What follows belongs to an exercise in optimizing a design on an open flow for a short achievable clock period and few clock cycles per item; a production flow would make more cautious choices.
In this exercise RTL edits were held to simulation tests only and were not proved equivalent to the original.
Power figures rest on the tool's default switching activity, not on a simulated workload.

===== flow/design.v =====
module coordinate_to_grid(coord_x, coord_y, grid_x, grid_y);
    input [13:0] coord_x;
    input [12:0] coord_y;
    assign grid_x = coord_x[13:8];
    assign grid_y = coord_y[12:8];
    output [5:0] grid_x;
    output [4:0] grid_y;
endmodule
module bytian_to_vector(bytian, x, y);
    input [7:0] bytian;
    output [14:0] x;
    output [13:0] y;
    reg [14:0] x;
    reg [13:0] y;
    always @(*) begin
        case (bytian)
        8'd0:
        begin
            x[14:0] = 15'd0;
            y[13:0] = 14'd50;
        end
        8'd1:
        begin
            x[14:0] = 15'd1;
            y[13:0] = 14'd49;
        end
        8'd2:
        begin
            x[14:0] = 15'd2;
            y[13:0] = 14'd49;
        end
        8'd3:
        begin
            x[14:0] = 15'd3;
            y[13:0] = 14'd49;
        end
        8'd4:
        begin
            x[14:0] = 15'd4;
            y[13:0] = 14'd49;
        end
        8'd5:
        begin
            x[14:0] = 15'd6;
            y[13:0] = 14'd49;
        end
        8'd6:
        begin
            x[14:0] = 15'd7;
            y[13:0] = 14'd49;
        end
        8'd7:
        begin
            x[14:0] = 15'd8;
            y[13:0] = 14'd49;
        end
        8'd8:
        begin
            x[14:0] = 15'd9;
            y[13:0] = 14'd49;
        end
        8'd9:
        begin
            x[14:0] = 15'd10;
            y[13:0] = 14'd48;
        end
        8'd10:
        begin
            x[14:0] = 15'd12;
            y[13:0] = 14'd48;
        end
        8'd11:
        begin
            x[14:0] = 15'd13;
            y[13:0] = 14'd48;
        end
        8'd12:
        begin
            x[14:0] = 15'd14;
            y[13:0] = 14'd47;
        end
        8'd13:
        begin
            x[14:0] = 15'd15;
            y[13:0] = 14'd47;
        end
        8'd14:
        begin
            x[14:0] = 15'd16;
            y[13:0] = 14'd47;
        end
        8'd15:
        begin
            x[14:0] = 15'd17;
            y[13:0] = 14'd46;
        end
        8'd16:
        begin
            x[14:0] = 15'd19;
            y[13:0] = 14'd46;
        end
        8'd17:
        begin
            x[14:0] = 15'd20;
            y[13:0] = 14'd45;
        end
        8'd18:
        begin
            x[14:0] = 15'd21;
            y[13:0] = 14'd45;
        end
        8'd19:
        begin
            x[14:0] = 15'd22;
            y[13:0] = 14'd44;
        end
        8'd20:
        begin
            x[14:0] = 15'd23;
            y[13:0] = 14'd44;
        end
        8'd21:
        begin
            x[14:0] = 15'd24;
            y[13:0] = 14'd43;
        end
        8'd22:
        begin
            x[14:0] = 15'd25;
            y[13:0] = 14'd42;
        end
        8'd23:
        begin
            x[14:0] = 15'd26;
            y[13:0] = 14'd42;
        end
        8'd24:
        begin
            x[14:0] = 15'd27;
            y[13:0] = 14'd41;
        end
        8'd25:
        begin
            x[14:0] = 15'd28;
            y[13:0] = 14'd40;
        end
        8'd26:
        begin
            x[14:0] = 15'd29;
            y[13:0] = 14'd40;
        end
        8'd27:
        begin
            x[14:0] = 15'd30;
            y[13:0] = 14'd39;
        end
        8'd28:
        begin
            x[14:0] = 15'd31;
            y[13:0] = 14'd38;
        end
        8'd29:
        begin
            x[14:0] = 15'd32;
            y[13:0] = 14'd37;
        end
        8'd30:
        begin
            x[14:0] = 15'd33;
            y[13:0] = 14'd37;
        end
        8'd31:
        begin
            x[14:0] = 15'd34;
            y[13:0] = 14'd36;
        end
        8'd32:
        begin
            x[14:0] = 15'd35;
            y[13:0] = 14'd35;
        end
        8'd33:
        begin
            x[14:0] = 15'd36;
            y[13:0] = 14'd34;
        end
        8'd34:
        begin
            x[14:0] = 15'd37;
            y[13:0] = 14'd33;
        end
        8'd35:
        begin
            x[14:0] = 15'd37;
            y[13:0] = 14'd32;
        end
        8'd36:
        begin
            x[14:0] = 15'd38;
            y[13:0] = 14'd31;
        end
        8'd37:
        begin
            x[14:0] = 15'd39;
            y[13:0] = 14'd30;
        end
        8'd38:
        begin
            x[14:0] = 15'd40;
            y[13:0] = 14'd29;
        end
        8'd39:
        begin
            x[14:0] = 15'd40;
            y[13:0] = 14'd28;
        end
        8'd40:
        begin
            x[14:0] = 15'd41;
            y[13:0] = 14'd27;
        end
        8'd41:
        begin
            x[14:0] = 15'd42;
            y[13:0] = 14'd26;
        end
        8'd42:
        begin
            x[14:0] = 15'd42;
            y[13:0] = 14'd25;
        end
        8'd43:
        begin
            x[14:0] = 15'd43;
            y[13:0] = 14'd24;
        end
        8'd44:
        begin
            x[14:0] = 15'd44;
            y[13:0] = 14'd23;
        end
        8'd45:
        begin
            x[14:0] = 15'd44;
            y[13:0] = 14'd22;
        end
        8'd46:
        begin
            x[14:0] = 15'd45;
            y[13:0] = 14'd21;
        end
        8'd47:
        begin
            x[14:0] = 15'd45;
            y[13:0] = 14'd20;
        end
        8'd48:
        begin
            x[14:0] = 15'd46;
            y[13:0] = 14'd19;
        end
        8'd49:
        begin
            x[14:0] = 15'd46;
            y[13:0] = 14'd17;
        end
        8'd50:
        begin
            x[14:0] = 15'd47;
            y[13:0] = 14'd16;
        end
        8'd51:
        begin
            x[14:0] = 15'd47;
            y[13:0] = 14'd15;
        end
        8'd52:
        begin
            x[14:0] = 15'd47;
            y[13:0] = 14'd14;
        end
        8'd53:
        begin
            x[14:0] = 15'd48;
            y[13:0] = 14'd13;
        end
        8'd54:
        begin
            x[14:0] = 15'd48;
            y[13:0] = 14'd12;
        end
        8'd55:
        begin
            x[14:0] = 15'd48;
            y[13:0] = 14'd10;
        end
        8'd56:
        begin
            x[14:0] = 15'd49;
            y[13:0] = 14'd9;
        end
        8'd57:
        begin
            x[14:0] = 15'd49;
            y[13:0] = 14'd8;
        end
        8'd58:
        begin
            x[14:0] = 15'd49;
            y[13:0] = 14'd7;
        end
        8'd59:
        begin
            x[14:0] = 15'd49;
            y[13:0] = 14'd6;
        end
        8'd60:
        begin
            x[14:0] = 15'd49;
            y[13:0] = 14'd4;
        end
        8'd61:
        begin
            x[14:0] = 15'd49;
            y[13:0] = 14'd3;
        end
        8'd62:
        begin
            x[14:0] = 15'd49;
            y[13:0] = 14'd2;
        end
        8'd63:
        begin
            x[14:0] = 15'd49;
            y[13:0] = 14'd1;
        end
        8'd64:
        begin
            x[14:0] = 15'd50;
            y[13:0] = 14'd0;
        end
        8'd65:
        begin
            x[14:0] = 15'd49;
            y[13:0] = -14'd1;
        end
        8'd66:
        begin
            x[14:0] = 15'd49;
            y[13:0] = -14'd2;
        end
        8'd67:
        begin
            x[14:0] = 15'd49;
            y[13:0] = -14'd3;
        end
        8'd68:
        begin
            x[14:0] = 15'd49;
            y[13:0] = -14'd4;
        end
        8'd69:
        begin
            x[14:0] = 15'd49;
            y[13:0] = -14'd6;
        end
        8'd70:
        begin
            x[14:0] = 15'd49;
            y[13:0] = -14'd7;
        end
        8'd71:
        begin
            x[14:0] = 15'd49;
            y[13:0] = -14'd8;
        end
        8'd72:
        begin
            x[14:0] = 15'd49;
            y[13:0] = -14'd9;
        end
        8'd73:
        begin
            x[14:0] = 15'd48;
            y[13:0] = -14'd10;
        end
        8'd74:
        begin
            x[14:0] = 15'd48;
            y[13:0] = -14'd12;
        end
        8'd75:
        begin
            x[14:0] = 15'd48;
            y[13:0] = -14'd13;
        end
        8'd76:
        begin
            x[14:0] = 15'd47;
            y[13:0] = -14'd14;
        end
        8'd77:
        begin
            x[14:0] = 15'd47;
            y[13:0] = -14'd15;
        end
        8'd78:
        begin
            x[14:0] = 15'd47;
            y[13:0] = -14'd16;
        end
        8'd79:
        begin
            x[14:0] = 15'd46;
            y[13:0] = -14'd17;
        end
        8'd80:
        begin
            x[14:0] = 15'd46;
            y[13:0] = -14'd19;
        end
        8'd81:
        begin
            x[14:0] = 15'd45;
            y[13:0] = -14'd20;
        end
        8'd82:
        begin
            x[14:0] = 15'd45;
            y[13:0] = -14'd21;
        end
        8'd83:
        begin
            x[14:0] = 15'd44;
            y[13:0] = -14'd22;
        end
        8'd84:
        begin
            x[14:0] = 15'd44;
            y[13:0] = -14'd23;
        end
        8'd85:
        begin
            x[14:0] = 15'd43;
            y[13:0] = -14'd24;
        end
        8'd86:
        begin
            x[14:0] = 15'd42;
            y[13:0] = -14'd25;
        end
        8'd87:
        begin
            x[14:0] = 15'd42;
            y[13:0] = -14'd26;
        end
        8'd88:
        begin
            x[14:0] = 15'd41;
            y[13:0] = -14'd27;
        end
        8'd89:
        begin
            x[14:0] = 15'd40;
            y[13:0] = -14'd28;
        end
        8'd90:
        begin
            x[14:0] = 15'd40;
            y[13:0] = -14'd29;
        end
        8'd91:
        begin
            x[14:0] = 15'd39;
            y[13:0] = -14'd30;
        end
        8'd92:
        begin
            x[14:0] = 15'd38;
            y[13:0] = -14'd31;
        end
        8'd93:
        begin
            x[14:0] = 15'd37;
            y[13:0] = -14'd32;
        end
        8'd94:
        begin
            x[14:0] = 15'd37;
            y[13:0] = -14'd33;
        end
        8'd95:
        begin
            x[14:0] = 15'd36;
            y[13:0] = -14'd34;
        end
        8'd96:
        begin
            x[14:0] = 15'd35;
            y[13:0] = -14'd35;
        end
        8'd97:
        begin
            x[14:0] = 15'd34;
            y[13:0] = -14'd36;
        end
        8'd98:
        begin
            x[14:0] = 15'd33;
            y[13:0] = -14'd37;
        end
        8'd99:
        begin
            x[14:0] = 15'd32;
            y[13:0] = -14'd37;
        end
        8'd100:
        begin
            x[14:0] = 15'd31;
            y[13:0] = -14'd38;
        end
        8'd101:
        begin
            x[14:0] = 15'd30;
            y[13:0] = -14'd39;
        end
        8'd102:
        begin
            x[14:0] = 15'd29;
            y[13:0] = -14'd40;
        end
        8'd103:
        begin
            x[14:0] = 15'd28;
            y[13:0] = -14'd40;
        end
        8'd104:
        begin
            x[14:0] = 15'd27;
            y[13:0] = -14'd41;
        end
        8'd105:
        begin
            x[14:0] = 15'd26;
            y[13:0] = -14'd42;
        end
        8'd106:
        begin
            x[14:0] = 15'd25;
            y[13:0] = -14'd42;
        end
        8'd107:
        begin
            x[14:0] = 15'd24;
            y[13:0] = -14'd43;
        end
        8'd108:
        begin
            x[14:0] = 15'd23;
            y[13:0] = -14'd44;
        end
        8'd109:
        begin
            x[14:0] = 15'd22;
            y[13:0] = -14'd44;
        end
        8'd110:
        begin
            x[14:0] = 15'd21;
            y[13:0] = -14'd45;
        end
        8'd111:
        begin
            x[14:0] = 15'd20;
            y[13:0] = -14'd45;
        end
        8'd112:
        begin
            x[14:0] = 15'd19;
            y[13:0] = -14'd46;
        end
        8'd113:
        begin
            x[14:0] = 15'd17;
            y[13:0] = -14'd46;
        end
        8'd114:
        begin
            x[14:0] = 15'd16;
            y[13:0] = -14'd47;
        end
        8'd115:
        begin
            x[14:0] = 15'd15;
            y[13:0] = -14'd47;
        end
        8'd116:
        begin
            x[14:0] = 15'd14;
            y[13:0] = -14'd47;
        end
        8'd117:
        begin
            x[14:0] = 15'd13;
            y[13:0] = -14'd48;
        end
        8'd118:
        begin
            x[14:0] = 15'd12;
            y[13:0] = -14'd48;
        end
        8'd119:
        begin
            x[14:0] = 15'd10;
            y[13:0] = -14'd48;
        end
        8'd120:
        begin
            x[14:0] = 15'd9;
            y[13:0] = -14'd49;
        end
        8'd121:
        begin
            x[14:0] = 15'd8;
            y[13:0] = -14'd49;
        end
        8'd122:
        begin
            x[14:0] = 15'd7;
            y[13:0] = -14'd49;
        end
        8'd123:
        begin
            x[14:0] = 15'd6;
            y[13:0] = -14'd49;
        end
        8'd124:
        begin
            x[14:0] = 15'd4;
            y[13:0] = -14'd49;
        end
        8'd125:
        begin
            x[14:0] = 15'd3;
            y[13:0] = -14'd49;
        end
        8'd126:
        begin
            x[14:0] = 15'd2;
            y[13:0] = -14'd49;
        end
        8'd127:
        begin
            x[14:0] = 15'd1;
            y[13:0] = -14'd49;
        end
        8'd128:
        begin
            x[14:0] = 15'd0;
            y[13:0] = -14'd50;
        end
        8'd129:
        begin
            x[14:0] = -15'd1;
            y[13:0] = -14'd49;
        end
        8'd130:
        begin
            x[14:0] = -15'd2;
            y[13:0] = -14'd49;
        end
        8'd131:
        begin
            x[14:0] = -15'd3;
            y[13:0] = -14'd49;
        end
        8'd132:
        begin
            x[14:0] = -15'd4;
            y[13:0] = -14'd49;
        end
        8'd133:
        begin
            x[14:0] = -15'd6;
            y[13:0] = -14'd49;
        end
        8'd134:
        begin
            x[14:0] = -15'd7;
            y[13:0] = -14'd49;
        end
        8'd135:
        begin
            x[14:0] = -15'd8;
            y[13:0] = -14'd49;
        end
        8'd136:
        begin
            x[14:0] = -15'd9;
            y[13:0] = -14'd49;
        end
        8'd137:
        begin
            x[14:0] = -15'd10;
            y[13:0] = -14'd48;
        end
        8'd138:
        begin
            x[14:0] = -15'd12;
            y[13:0] = -14'd48;
        end
        8'd139:
        begin
            x[14:0] = -15'd13;
            y[13:0] = -14'd48;
        end
        8'd140:
        begin
            x[14:0] = -15'd14;
            y[13:0] = -14'd47;
        end
        8'd141:
        begin
            x[14:0] = -15'd15;
            y[13:0] = -14'd47;
        end
        8'd142:
        begin
            x[14:0] = -15'd16;
            y[13:0] = -14'd47;
        end
        8'd143:
        begin
            x[14:0] = -15'd17;
            y[13:0] = -14'd46;
        end
        8'd144:
        begin
            x[14:0] = -15'd19;
            y[13:0] = -14'd46;
        end
        8'd145:
        begin
            x[14:0] = -15'd20;
            y[13:0] = -14'd45;
        end
        8'd146:
        begin
            x[14:0] = -15'd21;
            y[13:0] = -14'd45;
        end
        8'd147:
        begin
            x[14:0] = -15'd22;
            y[13:0] = -14'd44;
        end
        8'd148:
        begin
            x[14:0] = -15'd23;
            y[13:0] = -14'd44;
        end
        8'd149:
        begin
            x[14:0] = -15'd24;
            y[13:0] = -14'd43;
        end
        8'd150:
        begin
            x[14:0] = -15'd25;
            y[13:0] = -14'd42;
        end
        8'd151:
        begin
            x[14:0] = -15'd26;
            y[13:0] = -14'd42;
        end
        8'd152:
        begin
            x[14:0] = -15'd27;
            y[13:0] = -14'd41;
        end
        8'd153:
        begin
            x[14:0] = -15'd28;
            y[13:0] = -14'd40;
        end
        8'd154:
        begin
            x[14:0] = -15'd29;
            y[13:0] = -14'd40;
        end
        8'd155:
        begin
            x[14:0] = -15'd30;
            y[13:0] = -14'd39;
        end
        8'd156:
        begin
            x[14:0] = -15'd31;
            y[13:0] = -14'd38;
        end
        8'd157:
        begin
            x[14:0] = -15'd32;
            y[13:0] = -14'd37;
        end
        8'd158:
        begin
            x[14:0] = -15'd33;
            y[13:0] = -14'd37;
        end
        8'd159:
        begin
            x[14:0] = -15'd34;
            y[13:0] = -14'd36;
        end
        8'd160:
        begin
            x[14:0] = -15'd35;
            y[13:0] = -14'd35;
        end
        8'd161:
        begin
            x[14:0] = -15'd36;
            y[13:0] = -14'd34;
        end
        8'd162:
        begin
            x[14:0] = -15'd37;
            y[13:0] = -14'd33;
        end
        8'd163:
        begin
            x[14:0] = -15'd37;
            y[13:0] = -14'd32;
        end
        8'd164:
        begin
            x[14:0] = -15'd38;
            y[13:0] = -14'd31;
        end
        8'd165:
        begin
            x[14:0] = -15'd39;
            y[13:0] = -14'd30;
        end
        8'd166:
        begin
            x[14:0] = -15'd40;
            y[13:0] = -14'd29;
        end
        8'd167:
        begin
            x[14:0] = -15'd40;
            y[13:0] = -14'd28;
        end
        8'd168:
        begin
            x[14:0] = -15'd41;
            y[13:0] = -14'd27;
        end
        8'd169:
        begin
            x[14:0] = -15'd42;
            y[13:0] = -14'd26;
        end
        8'd170:
        begin
            x[14:0] = -15'd42;
            y[13:0] = -14'd25;
        end
        8'd171:
        begin
            x[14:0] = -15'd43;
            y[13:0] = -14'd24;
        end
        8'd172:
        begin
            x[14:0] = -15'd44;
            y[13:0] = -14'd23;
        end
        8'd173:
        begin
            x[14:0] = -15'd44;
            y[13:0] = -14'd22;
        end
        8'd174:
        begin
            x[14:0] = -15'd45;
            y[13:0] = -14'd21;
        end
        8'd175:
        begin
            x[14:0] = -15'd45;
            y[13:0] = -14'd20;
        end
        8'd176:
        begin
            x[14:0] = -15'd46;
            y[13:0] = -14'd19;
        end
        8'd177:
        begin
            x[14:0] = -15'd46;
            y[13:0] = -14'd17;
        end
        8'd178:
        begin
            x[14:0] = -15'd47;
            y[13:0] = -14'd16;
        end
        8'd179:
        begin
            x[14:0] = -15'd47;
            y[13:0] = -14'd15;
        end
        8'd180:
        begin
            x[14:0] = -15'd47;
            y[13:0] = -14'd14;
        end
        8'd181:
        begin
            x[14:0] = -15'd48;
            y[13:0] = -14'd13;
        end
        8'd182:
        begin
            x[14:0] = -15'd48;
            y[13:0] = -14'd12;
        end
        8'd183:
        begin
            x[14:0] = -15'd48;
            y[13:0] = -14'd10;
        end
        8'd184:
        begin
            x[14:0] = -15'd49;
            y[13:0] = -14'd9;
        end
        8'd185:
        begin
            x[14:0] = -15'd49;
            y[13:0] = -14'd8;
        end
        8'd186:
        begin
            x[14:0] = -15'd49;
            y[13:0] = -14'd7;
        end
        8'd187:
        begin
            x[14:0] = -15'd49;
            y[13:0] = -14'd6;
        end
        8'd188:
        begin
            x[14:0] = -15'd49;
            y[13:0] = -14'd4;
        end
        8'd189:
        begin
            x[14:0] = -15'd49;
            y[13:0] = -14'd3;
        end
        8'd190:
        begin
            x[14:0] = -15'd49;
            y[13:0] = -14'd2;
        end
        8'd191:
        begin
            x[14:0] = -15'd49;
            y[13:0] = -14'd1;
        end
        8'd192:
        begin
            x[14:0] = -15'd50;
            y[13:0] = 14'd0;
        end
        8'd193:
        begin
            x[14:0] = -15'd49;
            y[13:0] = 14'd1;
        end
        8'd194:
        begin
            x[14:0] = -15'd49;
            y[13:0] = 14'd2;
        end
        8'd195:
        begin
            x[14:0] = -15'd49;
            y[13:0] = 14'd3;
        end
        8'd196:
        begin
            x[14:0] = -15'd49;
            y[13:0] = 14'd4;
        end
        8'd197:
        begin
            x[14:0] = -15'd49;
            y[13:0] = 14'd6;
        end
        8'd198:
        begin
            x[14:0] = -15'd49;
            y[13:0] = 14'd7;
        end
        8'd199:
        begin
            x[14:0] = -15'd49;
            y[13:0] = 14'd8;
        end
        8'd200:
        begin
            x[14:0] = -15'd49;
            y[13:0] = 14'd9;
        end
        8'd201:
        begin
            x[14:0] = -15'd48;
            y[13:0] = 14'd10;
        end
        8'd202:
        begin
            x[14:0] = -15'd48;
            y[13:0] = 14'd12;
        end
        8'd203:
        begin
            x[14:0] = -15'd48;
            y[13:0] = 14'd13;
        end
        8'd204:
        begin
            x[14:0] = -15'd47;
            y[13:0] = 14'd14;
        end
        8'd205:
        begin
            x[14:0] = -15'd47;
            y[13:0] = 14'd15;
        end
        8'd206:
        begin
            x[14:0] = -15'd47;
            y[13:0] = 14'd16;
        end
        8'd207:
        begin
            x[14:0] = -15'd46;
            y[13:0] = 14'd17;
        end
        8'd208:
        begin
            x[14:0] = -15'd46;
            y[13:0] = 14'd19;
        end
        8'd209:
        begin
            x[14:0] = -15'd45;
            y[13:0] = 14'd20;
        end
        8'd210:
        begin
            x[14:0] = -15'd45;
            y[13:0] = 14'd21;
        end
        8'd211:
        begin
            x[14:0] = -15'd44;
            y[13:0] = 14'd22;
        end
        8'd212:
        begin
            x[14:0] = -15'd44;
            y[13:0] = 14'd23;
        end
        8'd213:
        begin
            x[14:0] = -15'd43;
            y[13:0] = 14'd24;
        end
        8'd214:
        begin
            x[14:0] = -15'd42;
            y[13:0] = 14'd25;
        end
        8'd215:
        begin
            x[14:0] = -15'd42;
            y[13:0] = 14'd26;
        end
        8'd216:
        begin
            x[14:0] = -15'd41;
            y[13:0] = 14'd27;
        end
        8'd217:
        begin
            x[14:0] = -15'd40;
            y[13:0] = 14'd28;
        end
        8'd218:
        begin
            x[14:0] = -15'd40;
            y[13:0] = 14'd29;
        end
        8'd219:
        begin
            x[14:0] = -15'd39;
            y[13:0] = 14'd30;
        end
        8'd220:
        begin
            x[14:0] = -15'd38;
            y[13:0] = 14'd31;
        end
        8'd221:
        begin
            x[14:0] = -15'd37;
            y[13:0] = 14'd32;
        end
        8'd222:
        begin
            x[14:0] = -15'd37;
            y[13:0] = 14'd33;
        end
        8'd223:
        begin
            x[14:0] = -15'd36;
            y[13:0] = 14'd34;
        end
        8'd224:
        begin
            x[14:0] = -15'd35;
            y[13:0] = 14'd35;
        end
        8'd225:
        begin
            x[14:0] = -15'd34;
            y[13:0] = 14'd36;
        end
        8'd226:
        begin
            x[14:0] = -15'd33;
            y[13:0] = 14'd37;
        end
        8'd227:
        begin
            x[14:0] = -15'd32;
            y[13:0] = 14'd37;
        end
        8'd228:
        begin
            x[14:0] = -15'd31;
            y[13:0] = 14'd38;
        end
        8'd229:
        begin
            x[14:0] = -15'd30;
            y[13:0] = 14'd39;
        end
        8'd230:
        begin
            x[14:0] = -15'd29;
            y[13:0] = 14'd40;
        end
        8'd231:
        begin
            x[14:0] = -15'd28;
            y[13:0] = 14'd40;
        end
        8'd232:
        begin
            x[14:0] = -15'd27;
            y[13:0] = 14'd41;
        end
        8'd233:
        begin
            x[14:0] = -15'd26;
            y[13:0] = 14'd42;
        end
        8'd234:
        begin
            x[14:0] = -15'd25;
            y[13:0] = 14'd42;
        end
        8'd235:
        begin
            x[14:0] = -15'd24;
            y[13:0] = 14'd43;
        end
        8'd236:
        begin
            x[14:0] = -15'd23;
            y[13:0] = 14'd44;
        end
        8'd237:
        begin
            x[14:0] = -15'd22;
            y[13:0] = 14'd44;
        end
        8'd238:
        begin
            x[14:0] = -15'd21;
            y[13:0] = 14'd45;
        end
        8'd239:
        begin
            x[14:0] = -15'd20;
            y[13:0] = 14'd45;
        end
        8'd240:
        begin
            x[14:0] = -15'd19;
            y[13:0] = 14'd46;
        end
        8'd241:
        begin
            x[14:0] = -15'd17;
            y[13:0] = 14'd46;
        end
        8'd242:
        begin
            x[14:0] = -15'd16;
            y[13:0] = 14'd47;
        end
        8'd243:
        begin
            x[14:0] = -15'd15;
            y[13:0] = 14'd47;
        end
        8'd244:
        begin
            x[14:0] = -15'd14;
            y[13:0] = 14'd47;
        end
        8'd245:
        begin
            x[14:0] = -15'd13;
            y[13:0] = 14'd48;
        end
        8'd246:
        begin
            x[14:0] = -15'd12;
            y[13:0] = 14'd48;
        end
        8'd247:
        begin
            x[14:0] = -15'd10;
            y[13:0] = 14'd48;
        end
        8'd248:
        begin
            x[14:0] = -15'd9;
            y[13:0] = 14'd49;
        end
        8'd249:
        begin
            x[14:0] = -15'd8;
            y[13:0] = 14'd49;
        end
        8'd250:
        begin
            x[14:0] = -15'd7;
            y[13:0] = 14'd49;
        end
        8'd251:
        begin
            x[14:0] = -15'd6;
            y[13:0] = 14'd49;
        end
        8'd252:
        begin
            x[14:0] = -15'd4;
            y[13:0] = 14'd49;
        end
        8'd253:
        begin
            x[14:0] = -15'd3;
            y[13:0] = 14'd49;
        end
        8'd254:
        begin
            x[14:0] = -15'd2;
            y[13:0] = 14'd49;
        end
        8'd255:
        begin
            x[14:0] = -15'd1;
            y[13:0] = 14'd49;
        end
        default:
        begin
            x[14:0] = 15'd0;
            y[13:0] = 14'd50;
        end
        endcase
    end
endmodule
module raytracer(clock, reset,
                 start, done,
                 x, y, angle,
                 result_x, result_y, result_dir,
                 grid_x, grid_y, grid_out);
    input clock;
    input reset;
    input start;
    output done;
    input [13:0] x;
    input [12:0] y;
    input [7:0] angle;
    output [5:0] result_x;
    output [4:0] result_y;
    output result_dir;
    output [5:0] grid_x;
    output [4:0] grid_y;
    input [2:0] grid_out;
    wire load_values, go_to_next_pos, on_obstacle;
    _raytracer_fsm rf0 (.clock(clock),
                        .reset(reset),
                        .start(start),
                        .done(done),
                        .load_values(load_values),
                        .go_to_next_pos(go_to_next_pos),
                        .on_obstacle(on_obstacle));
    _raytracer_datapath rd0 (.clock(clock),
                             .reset(reset),
                             .x(x),
                             .y(y),
                             .angle(angle),
                             .grid_x(grid_x),
                             .grid_y(grid_y),
                             .grid_out(grid_out),
                             .result_x(result_x),
                             .result_y(result_y),
                             .result_dir(result_dir),
                             .load_values(load_values),
                             .go_to_next_pos(go_to_next_pos),
                             .on_obstacle(on_obstacle));
endmodule
module _raytracer_fsm(clock, reset,
                      start, done,
                      load_values, go_to_next_pos, on_obstacle);
    input clock;
    input reset;
    input start;
    output done;
    output load_values;
    output go_to_next_pos;
    input on_obstacle;
    reg [2:0] state;
    localparam WAIT            = 3'd0,
               INITIALIZE      = 3'd1,
               CHECK_OBSTACLE  = 3'd2,
               GO_TO_NEXT_POS  = 3'd3,
               DONE            = 3'd4;
    always @(posedge clock) begin
        if (reset)
            state <= WAIT;
        else begin
            case (state)
                WAIT:            state <= start ? INITIALIZE : WAIT;
                INITIALIZE:      state <= CHECK_OBSTACLE;
                CHECK_OBSTACLE:  state <= on_obstacle ? DONE : GO_TO_NEXT_POS;
                GO_TO_NEXT_POS:  state <= CHECK_OBSTACLE;
                DONE:            state <= WAIT;
                default:         state <= WAIT;
            endcase
        end
    end
    assign load_values = state == INITIALIZE;
    assign go_to_next_pos = state == GO_TO_NEXT_POS;
    assign done = state == DONE;
endmodule
module _raytracer_datapath(clock, reset,
                           x, y, angle,
                           grid_x, grid_y, grid_out,
                           result_x, result_y, result_dir,
                           load_values, go_to_next_pos, on_obstacle);
    input clock;
    input reset;
    output [5:0] grid_x;
    output [4:0] grid_y;
    input [2:0] grid_out;
    input [13:0] x;
    input [12:0] y;
    input [7:0] angle;
    output [5:0] result_x;
    output [4:0] result_y;
    output result_dir;
    input load_values;
    input go_to_next_pos;
    output on_obstacle;
    reg [14:0] dir_x;
    reg [13:0] dir_y;
    reg [13:0] pos_x;
    reg [12:0] pos_y;
    reg [13:0] prev_pos_x;
    reg [12:0] prev_pos_y;
    wire [14:0] angle_vector_x;
    wire [13:0] angle_vector_y;
    bytian_to_vector btv0 (.bytian(angle),
                           .x(angle_vector_x),
                           .y(angle_vector_y));
    wire [5:0] grid_coord_x;
    wire [4:0] grid_coord_y;
    coordinate_to_grid ctg0 (.coord_x(pos_x),
                             .coord_y(pos_y),
                             .grid_x(grid_coord_x),
                             .grid_y(grid_coord_y));
    wire [5:0] prev_grid_coord_x;
    wire [4:0] prev_grid_coord_y;
    coordinate_to_grid ctg1 (.coord_x(prev_pos_x),
                             .coord_y(prev_pos_y),
                             .grid_x(prev_grid_coord_x),
                             .grid_y(prev_grid_coord_y));
    wire [14:0] next_pos_x;
    wire [13:0] next_pos_y;
    assign next_pos_x = {1'b0, pos_x} + dir_x;
    assign next_pos_y = {1'b0, pos_y} + dir_y;
    always @(posedge clock) begin
        if (reset) begin
            dir_x <= 15'b0;
            dir_y <= 14'b0;
            pos_x <= 14'b0;
            pos_y <= 13'b0;
            prev_pos_x <= 14'b0;
            prev_pos_y <= 13'b0;
        end
        else begin
            if (load_values) begin
                pos_x <= x;
                pos_y <= y;
                prev_pos_x <= x;
                prev_pos_y <= y;
                dir_x <= angle_vector_x;
                dir_y <= angle_vector_y;
            end
            if (go_to_next_pos) begin
                pos_x <= next_pos_x[13:0];
                pos_y <= next_pos_y[12:0];
                prev_pos_x <= pos_x;
                prev_pos_y <= pos_y;
            end
        end
    end
    assign result_x = grid_coord_x;
    assign result_y = grid_coord_y;
    assign grid_x = grid_coord_x;
    assign grid_y = grid_coord_y;
    assign on_obstacle = grid_out != 3'b0;
    wire [14:0] abs_dir_x;
    wire [13:0] abs_dir_y;
    assign abs_dir_x = dir_x[14] ? (-dir_x) : dir_x;
    assign abs_dir_y = dir_y[13] ? (-dir_y) : dir_y;
    assign result_dir = ((prev_grid_coord_x != grid_coord_x & prev_grid_coord_y == grid_coord_y) |
                         (prev_grid_coord_x != grid_coord_x & prev_grid_coord_y != grid_coord_y & abs_dir_x > {1'b0, abs_dir_y}) |
                         (prev_grid_coord_x == grid_coord_x & prev_grid_coord_y == grid_coord_y & abs_dir_x > {1'b0, abs_dir_y}));
endmodule
module draw_vertical_line(clock, reset,
                          start, done,
                          x, min_y, max_y, colour,
                          vga_x, vga_y, vga_colour, vga_write);
    input clock;
    input reset;
    input start;
    output done;
    input [7:0] x;         
    input [6:0] max_y;     
    input [6:0] min_y;     
    input [17:0] colour;   
    output reg [7:0] vga_x;
    output reg [6:0] vga_y;
    output reg [17:0] vga_colour;
    output vga_write;
    reg [2:0] state;
    localparam WAIT          = 3'd0,
               INITIALIZE    = 3'd1,
               UPDATE        = 3'd2,  
               DRAW          = 3'd3,
               INCREMENT     = 3'd4,  
               DONE          = 3'd5;
    always @(posedge clock) begin
        if (reset)
            state <= WAIT;
        else begin
            case (state)
                WAIT:            state <= start ? INITIALIZE : WAIT;
                INITIALIZE:      state <= UPDATE;
                UPDATE:          state <= DRAW;
                DRAW:            state <= INCREMENT;
                INCREMENT:       state <= (curr_y < max_y) ? UPDATE : DONE;
                DONE:            state <= WAIT;
                default:         state <= WAIT;
            endcase
        end
    end
    reg [6:0] curr_y;
    assign done = state == DONE;
    assign vga_write = state == DRAW;
    always @(posedge clock) begin
        case (state)
        INITIALIZE:
            begin
                curr_y <= min_y;
            end
        UPDATE:
            begin
                vga_x[7:0] <= x;
                vga_y[6:0] <= curr_y;
                vga_colour <= colour;
            end
        INCREMENT:
            begin
                 curr_y <= curr_y + 1;
            end
        default:
            begin
                vga_x <= x;
                vga_y <= curr_y;
                vga_colour <= colour;
            end
        endcase
    end
endmodule
module draw_fpv(clock, reset,
                start, done,
                player_pos_x, player_pos_y, player_angle,
                grid_x, grid_y, grid_out,
                vga_x, vga_y, vga_colour, vga_write);
    input clock;
    input reset;
    input start;
    output done;
    input [13:0] player_pos_x;
    input [12:0] player_pos_y;
    input [7:0] player_angle;
    output [5:0] grid_x;
    output [4:0] grid_y;
    input [2:0] grid_out;
    output [7:0] vga_x;
    output [6:0] vga_y;
    output [17:0] vga_colour;
    output vga_write;
    wire draw_line_start;
    wire draw_line_done;
    wire raytracer_start;
    wire raytracer_done;
    wire reset_x;
    wire increment_x;
    wire x_at_max;
    wire rt_grid_access;
    draw_fpv_fsm dfpvfsm0 (.clock(clock),
                           .reset(reset),
                           .start(start),
                           .done(done),
                           .draw_line_start(draw_line_start),
                           .draw_line_done(draw_line_done),
                           .raytracer_start(raytracer_start),
                           .raytracer_done(raytracer_done),
                           .reset_x(reset_x),
                           .increment_x(increment_x),
                           .x_at_max(x_at_max),
                           .rt_grid_access(rt_grid_access));
    draw_fpv_datapath dfpvdp0 (.clock(clock),
                               .reset(reset),
                               .draw_line_start(draw_line_start),
                               .draw_line_done(draw_line_done),
                               .raytracer_start(raytracer_start),
                               .raytracer_done(raytracer_done),
                               .reset_x(reset_x),
                               .increment_x(increment_x),
                               .x_at_max(x_at_max),
                               .rt_grid_access(rt_grid_access),
                               .player_pos_x(player_pos_x),
                               .player_pos_y(player_pos_y),
                               .player_angle(player_angle),
                               .grid_x(grid_x),
                               .grid_y(grid_y),
                               .grid_out(grid_out),
                               .vga_x(vga_x),
                               .vga_y(vga_y),
                               .vga_colour(vga_colour),
                               .vga_write(vga_write));
endmodule
module draw_fpv_fsm(clock, reset,
                    start, done,
                    draw_line_start, draw_line_done, raytracer_start, raytracer_done,
                    reset_x, increment_x, x_at_max, rt_grid_access);
    input clock;
    input reset;
    input start;
    output done;
    output draw_line_start;
    input draw_line_done;
    output raytracer_start;
    input raytracer_done;
    output reset_x;
    output increment_x;
    input x_at_max;
    output rt_grid_access;
    reg [2:0] state;
    localparam WAIT                    = 3'd0,
               INITIALIZE              = 3'd1,
               RAYTRACER               = 3'd2,
               WAIT_FOR_RAYTRACER_DONE = 3'd3,
               DRAW_LINE               = 3'd4,
               WAIT_FOR_DRAW_LINE_DONE = 3'd5,
               INCREMENT_X             = 3'd6,
               DONE                    = 3'd7;
    always @(posedge clock) begin
        if (reset)
            state <= WAIT;
        else begin
            case (state)
                WAIT:                     state <= start ? INITIALIZE : WAIT;
                INITIALIZE:               state <= RAYTRACER;
                RAYTRACER:                state <= WAIT_FOR_RAYTRACER_DONE;
                WAIT_FOR_RAYTRACER_DONE:  state <= raytracer_done ? DRAW_LINE : WAIT_FOR_RAYTRACER_DONE;
                DRAW_LINE:                state <= WAIT_FOR_DRAW_LINE_DONE;
                WAIT_FOR_DRAW_LINE_DONE:  state <= draw_line_done ? (x_at_max ? DONE : INCREMENT_X) : WAIT_FOR_DRAW_LINE_DONE;
                INCREMENT_X:              state <= RAYTRACER;
                DONE:                     state <= WAIT;
                default:                  state <= WAIT;
            endcase
        end
    end
    assign raytracer_start = state == RAYTRACER;
    assign draw_line_start = state == DRAW_LINE;
    assign reset_x = state == INITIALIZE;
    assign increment_x = state == INCREMENT_X;
    assign rt_grid_access = (state == RAYTRACER) | (state == WAIT_FOR_RAYTRACER_DONE);
    assign done = state == DONE;
endmodule
module draw_fpv_datapath(clock, reset,
                         draw_line_start, draw_line_done, raytracer_start, raytracer_done,
                         reset_x, increment_x, x_at_max, rt_grid_access,
                         player_pos_x, player_pos_y, player_angle,
                         grid_x, grid_y, grid_out,
                         vga_x, vga_y, vga_colour, vga_write);
    input clock;
    input reset;
    input [13:0] player_pos_x;
    input [12:0] player_pos_y;
    input [7:0] player_angle;
    output reg [5:0] grid_x;
    output reg [4:0] grid_y;
    input [2:0] grid_out;
    output [7:0] vga_x;
    output [6:0] vga_y;
    output [17:0] vga_colour;
    output vga_write;
    input draw_line_start;
    output draw_line_done;
    input raytracer_start;
    output raytracer_done;
    input reset_x;
    input increment_x;
    output x_at_max;
    input rt_grid_access;
    reg [7:0] x;
    reg [17:0] colour;
    draw_vertical_line dvl0 (.clock(clock),
                             .reset(reset),
                             .start(draw_line_start),
                             .done(draw_line_done),
                             .x(x),
                             .min_y(7'd0),
                             .max_y(7'd119),
                             .colour(colour),
                             .vga_x(vga_x),
                             .vga_y(vga_y),
                             .vga_colour(vga_colour),
                             .vga_write(vga_write));
    wire [7:0] angle;
    wire [5:0] rt_grid_x;
    wire [4:0] rt_grid_y;
    wire [5:0] rt_result_x;
    wire [4:0] rt_result_y;
    wire vertical;
    raytracer rt1 (.clock(clock),
                   .reset(reset),
                   .start(raytracer_start),
                   .done(raytracer_done),
                   .x(player_pos_x),
                   .y(player_pos_y),
                   .angle(angle),
                   .result_x(rt_result_x),
                   .result_y(rt_result_y),
                   .result_dir(vertical),
                   .grid_x(rt_grid_x),
                   .grid_y(rt_grid_y),
                   .grid_out(grid_out));
    wire [8:0] angle_base;
    wire [8:0] angle_base_signed = {1'b0, x} - 9'd80;
    assign angle_base = angle_base_signed[8] ? (angle_base_signed + 9'd256) : angle_base_signed;
    assign angle = angle_base[7:0] + player_angle;
    always @(posedge clock) begin
        if (reset | reset_x)
            x <= 8'b0;
        else if (increment_x)
            x <= x + 1;
    end
    assign x_at_max = x == 8'd119;
    always @(*) begin
        if (rt_grid_access) begin
            grid_x = rt_grid_x;
            grid_y = rt_grid_y;
        end
        else begin
            grid_x = rt_result_x;
            grid_y = rt_result_y;
        end
    end
    always @(*) begin
        if (vertical)
            colour = { {6{grid_out[2]}} , {6{grid_out[1]}} , {6{grid_out[0]}} };
        else
            colour = { {2{grid_out[2]}},4'b0 , {2{grid_out[1]}},4'b0 , {2{grid_out[0]}},4'b0 };
    end
endmodule

===== flow/run.sh =====
#!/bin/bash
# synth_recipe.tcl (not shown) runs the flow's synth.tcl, then flattens the netlist and writes it again
# the make line also repeats each setting of config.mk as NAME=value (left out here)
make -C /OpenROAD-flow-scripts/flow DESIGN_CONFIG=/design/flow/config.mk WORK_HOME=/design/flow/orfs CLKGATE_MAP_FILE= SYNTH_SCRIPT=/design/flow/synth_recipe.tcl finish

===== flow/config.mk =====
export PLATFORM = sky130hd
export DESIGN_NAME = draw_fpv
export DESIGN_NICKNAME = draw_fpv
export VERILOG_FILES = /design/flow/design.v
export SDC_FILE = /design/flow/constraint.sdc
export NUM_CORES = 4
export LEC_CHECK = 0
export CAP_MARGIN = 20
export CORE_MARGIN = 2
export CORE_UTILIZATION = 40
export PLACE_DENSITY = 0.6
export SLEW_MARGIN = 20
export SYNTH_MEMORY_MAX_BITS = 16384

===== flow/constraint.sdc =====
create_clock -name core_clock -period 4.5 [get_ports {clock}]
set_input_delay 0.9000 -clock core_clock [delete_from_list [all_inputs] [get_ports {clock}]]
set_output_delay 0.9000 -clock core_clock [all_outputs]
set_load 0.01 [all_outputs]

==> summary.md <==
| Metric | Value |
|---|---|
| Clock transition at the registers of the reported paths | `0.07 ns` |
| FF-to-FF path depth | `10` |
| DRC | `0` |
| Logic pwr share | `29.3%` |
| Fill cells | `1,903` |
| CTS buffer count | `9` |
| Critical Path RT | `4.76 ns` |
| Sw frac | `32.3%` |
| Yosys cell types | `85` |
| Clock Skew | `0.0127 ns` |
| Final wirelength | `21,300 µm` |
| Slew @ Worst Pin | `1.00 ns` |
| Avg Cell Area, Syn | `8.20 µm²` |
| CP Capture Type | `flip-flop` |
| Hold wc startpoint | `dfpvdp0.rt1.rd0.pos_x[4]` |
| Worst Path Class, Setup | `in -> reg` |
| Core ar. | `0.0195 mm²` |
| I/O pins | `87` |
| Area share of the largest cell type after synthesis | `17.5%` |
| Synth Flop Type | `dfxtp_1` |
| Final ANT Viol Nets | `0` |
| Post-CTS Resized | `0` |
| WL/cell | `16.3 µm` |
| Port Buffer Count | `86` |
| Mapped Area | `0.00792 mm²` |
| CTS Hold Bufs | `0` |
| Top-count cell post-synth | `nor2_1` |
| Worst R2R Start | `dfpvdp0.x[0]` |
| CP startpoint kind | `input port` |
| Register share of total power | `39.3%` |
| Die width | `145 µm` |
| Met3 Use GR | `1.94%` |
| Max-slew violation count | `0` |
| Max-cap viol count | `0` |
| Crit path DAT | `4.28 ns` |
| Worst VDD drop | `0.000215 V` |
| Met2 global-route usage | `33.5%` |
| Top post-synthesis cells by count | `90 x nor2_1, 87 x a21oi_1, 69 x dfxtp_1, 69 x nand2_1, 64 x ha_1` |
| Number of global-route vias before repair | `6,734` |
| Die height | `145 µm` |
| Max incr delay on CP | `0.53 ns` |
| Final design utilization | `48.2%` |
| Area leader, netlist | `dfxtp_1` |
| CTS Buffer Depth | `2` |
| Layout Nets | `1,141` |
| WHS Path Cells | `2` |
| Fmax | `249 MHz` |
| Post-synth EDFFs | `28` |
| GR Util met1 | `28.3%` |
| CP max FO | `5` |
| Tcrit/Tclk final | `89.3%` |
| Cell mode on critical path | `ha_1` |
| HP Class | `reg -> reg` |
| Final GP Congestion | `0.915` |
| Ys Warns | `6` |
| Fin. Hold Viols | `0` |
| Hold Path End | `dfpvdp0.rt1.rd0.pos_x[4]` |
| Post-DP HPWL | `15,500 µm` |
| Most used routing layer | `met2` |
| DP Worst Slack | `0.138 ns` |
| Grt ovf | `0` |
| Internal power | `1.71 mW` |
| Sequential area share after synthesis | `28.1%` |
| Number of endpoints failing setup at the final stage | `0` |
| Share of cells above drive strength 1 | `8.19%` |
| Hold slack | `0.506 ns` |
| Initial antenna violation count | `0` |
| Clock power share | `31.4%` |
| Clock network latency to the later pin of the worst-skew pair | `0.36 ns` |
| Synthesis-to-finish area growth | `18.4%` |
| Leak | `3.66 nW` |
| Worst R2R Setup Slack | `1.00 ns` |
| Max_slew headroom | `32.7%` |
| Detailed-route vias per instance | `5.59` |
| Post-CTS setup buffers | `0` |
| Synth area leaders | `dfxtp_1 17%, edfxtp_1 11%, ha_1 10%, a21oi_1 5.5%, nor2_1 4.3%` |
| RSZ-0062 raised after global routing | `no` |
| Final min period | `4.02 ns` |
| Global-route wire length before repair | `34,500 µm` |
| CP startpoint | `player_angle[0]` |
| Cells after Synth | `965` |
| Row cnt | `51` |
| Setup TNS | `0 ns` |
| Clock root buffer master | `clkbuf_16` |
| Async SR Flop Fraction | `0%` |
| CTS tree | `done` |
| Synthesized flop and latch total | `97` |
| Outcome | `no timing/DRC/antenna violations` |
| Max H-tree Level | `3` |
| All-Layer GR Usage | `20.6%` |
| Total die area | `0.0209 mm²` |
| RR Endpoint | `dfpvdp0.rt1.rd0.dir_x[1]` |
| Antenna cells | `0` |
| Slowest cell on crit path | `fa_1` |
| DR pass1 iterations | `7` |
| Via count | `7,282` |
| DR iter-0 viols | `332` |
| PwrDens | `270 mW/mm²` |
| Initial core utilization | `40.7%` |
| CTS Sinks | `97` |
| Worst Slack Setup Final | `0.480 ns` |
| Largest net degree at the start of global routing | `72` |
| Psw | `818 µW` |
| Critical-path cell list | `clkdlybuf4s50_1 -> ha_1 -> fa_1 -> clkinv_1 -> ha_1 -> nor4_1 -> nor3_1 -> nor4b_2 -> a211oi_1 -> mux4_2 -> a22o_1` |
| PnR Total Power | `2.53 mW` |
==> cell type report <==
cell class,count,area [µm²],share of cell area [%]
multi-input cells,761,5190,55.3
flip-flops and latches,97,2220,23.7
repair buffers,128,1190,12.7
well taps,265,332,3.54
clock buffers,10,250,2.67
inverters,36,138,1.47
clock inverters,6,55.1,0.587
==> through the flow <==
step | cells | area [µm²]
after global placement | 1287 | 9070
after floorplan | 973 | 7950
after global routing | 1303 | 9370
final | 1303 | 9370
after CTS | 1303 | 9370
after detailed placement | 1287 | 9070
==> routing by layer <==
| layer | share of wire (%) | wire (µm) |
|---|---|---|
| met1 | 47 | 10000 |
| met2 | 46 | 9840 |
| met4 | 2.2 | 477 |
| met5 | 0 | 0 |
| met3 | 4.5 | 961 |
==> kinds of logic after synthesis <==
family | Yosys count | synth area share, %
fa+ha+maj | 67 | 10.9
buf+inv | 115 | 6.86
simple gates | 285 | 17.3
other cells | 2 | 0.0949
flops | 97 | 28.1
xor+xnor | 56 | 6.29
mux | 26 | 3.76
compound gates | 317 | 26.8
==> worst max path at each step <==
stage | depth (start not counted) | end
floorplan | 13 | dfpvdp0.rt1.rd0.dir_x[1]
global placement | 12 | dfpvdp0.rt1.rd0.dir_x[1]
detailed placement | 11 | dfpvdp0.rt1.rd0.dir_x[1]
CTS | 11 | dfpvdp0.rt1.rd0.dir_x[1]
global route | 11 | dfpvdp0.rt1.rd0.dir_x[1]
finish | 11 | dfpvdp0.rt1.rd0.dir_x[1]
==> flip-flops by register name, indices dropped and copies added (netlist names) <==
register                    flops
dfpvfsm0.state                  3
dfpvdp0.rt1.rd0.dir_y           7
dfpvdp0.dvl0.vga_colour         6
dfpvdp0.dvl0.state              3
dfpvdp0.rt1.rd0.pos_x          14
dfpvdp0.dvl0.vga_x              8
dfpvdp0.rt1.rd0.prev_pos_x      6
dfpvdp0.rt1.rf0.state           3
dfpvdp0.rt1.rd0.dir_x           7
dfpvdp0.dvl0.curr_y             7
dfpvdp0.rt1.rd0.prev_pos_y      5
dfpvdp0.dvl0.vga_y              7
dfpvdp0.x                       8
dfpvdp0.rt1.rd0.pos_y          13
==> placed cells by master (no fill, tap or decap), types with 12 or more instances in the layout <==
cell type | synthesis | final
o21ai_0 | 58 | 58
xnor2_1 | 37 | 37
o211ai_1 | 14 | 14
nor2b_1 | 14 | 13
ha_1 | 64 | 64
nand2_1 | 69 | 69
inv_1 | 32 | 32
mux2i_1 | 23 | 23
nor3_1 | 35 | 35
edfxtp_1 | 28 | 28
buf_4 | 25 | 41
a31oi_1 | 13 | 13
o31ai_1 | 15 | 15
nor2_1 | 90 | 90
xor2_1 | 18 | 18
a21oi_1 | 87 | 87
a21o_1 | 12 | 12
a211oi_1 | 29 | 29
nand3_1 | 20 | 20
dfxtp_1 | 69 | 68
clkdlybuf4s50_1 | 0 | 86
==> power groups by stage <==
stage	Combinational, mW	Sequential (mW)	Clock, mW
floorplan	0.505	1.00	0
finish	0.741	0.994	0.795
CTS	0.740	0.995	0.811
global placement	0.735	1.01	0
detailed placement	0.737	1.02	0
global route	0.822	1.00	0.845
==> worst max-delay path: cells and delay by family <==
kind / cells / cell delay, ns
AO/OA/AOI/OAI: 2 / 0.30
adder cells (fa/ha/maj): 3 / 1.09
buffers and inverters: 2 / 0.56
multiplexers: 1 / 0.48
AND/OR/NAND/NOR: 3 / 0.95
Testbench counts, summed over its fixed seeds: cycles 3,214,074, frames 64.

[re-timing with driven ports]
In the flow no input, the clock included, has a driving cell. The finished layout below was timed again as built, in two steps. Step 1 (the two cells are an assumption about what drives the block):
set clk [get_ports {clock}]
set_driving_cell -lib_cell sky130_fd_sc_hd__clkbuf_16 $clk
set_driving_cell -lib_cell sky130_fd_sc_hd__buf_2 [delete_from_list [all_inputs] $clk]
Step 2, shift: input delay + t, output delay - t, t = (earliest + latest rising clock arrival at the registers) / 2. This alone moves slack from input paths to output paths. Three values: ideal, step 1, step 2; two values: the first two.
shift t [ns]: 0.393
setup WS [ns]: 0.480 / 0.491 / 0.098
cell pins on the clock port's net: 1
After both steps setup and hold are still met in this run. For this run, drivers alone change the setup slack by +0.011 ns; drivers and shift together by -0.382 ns.
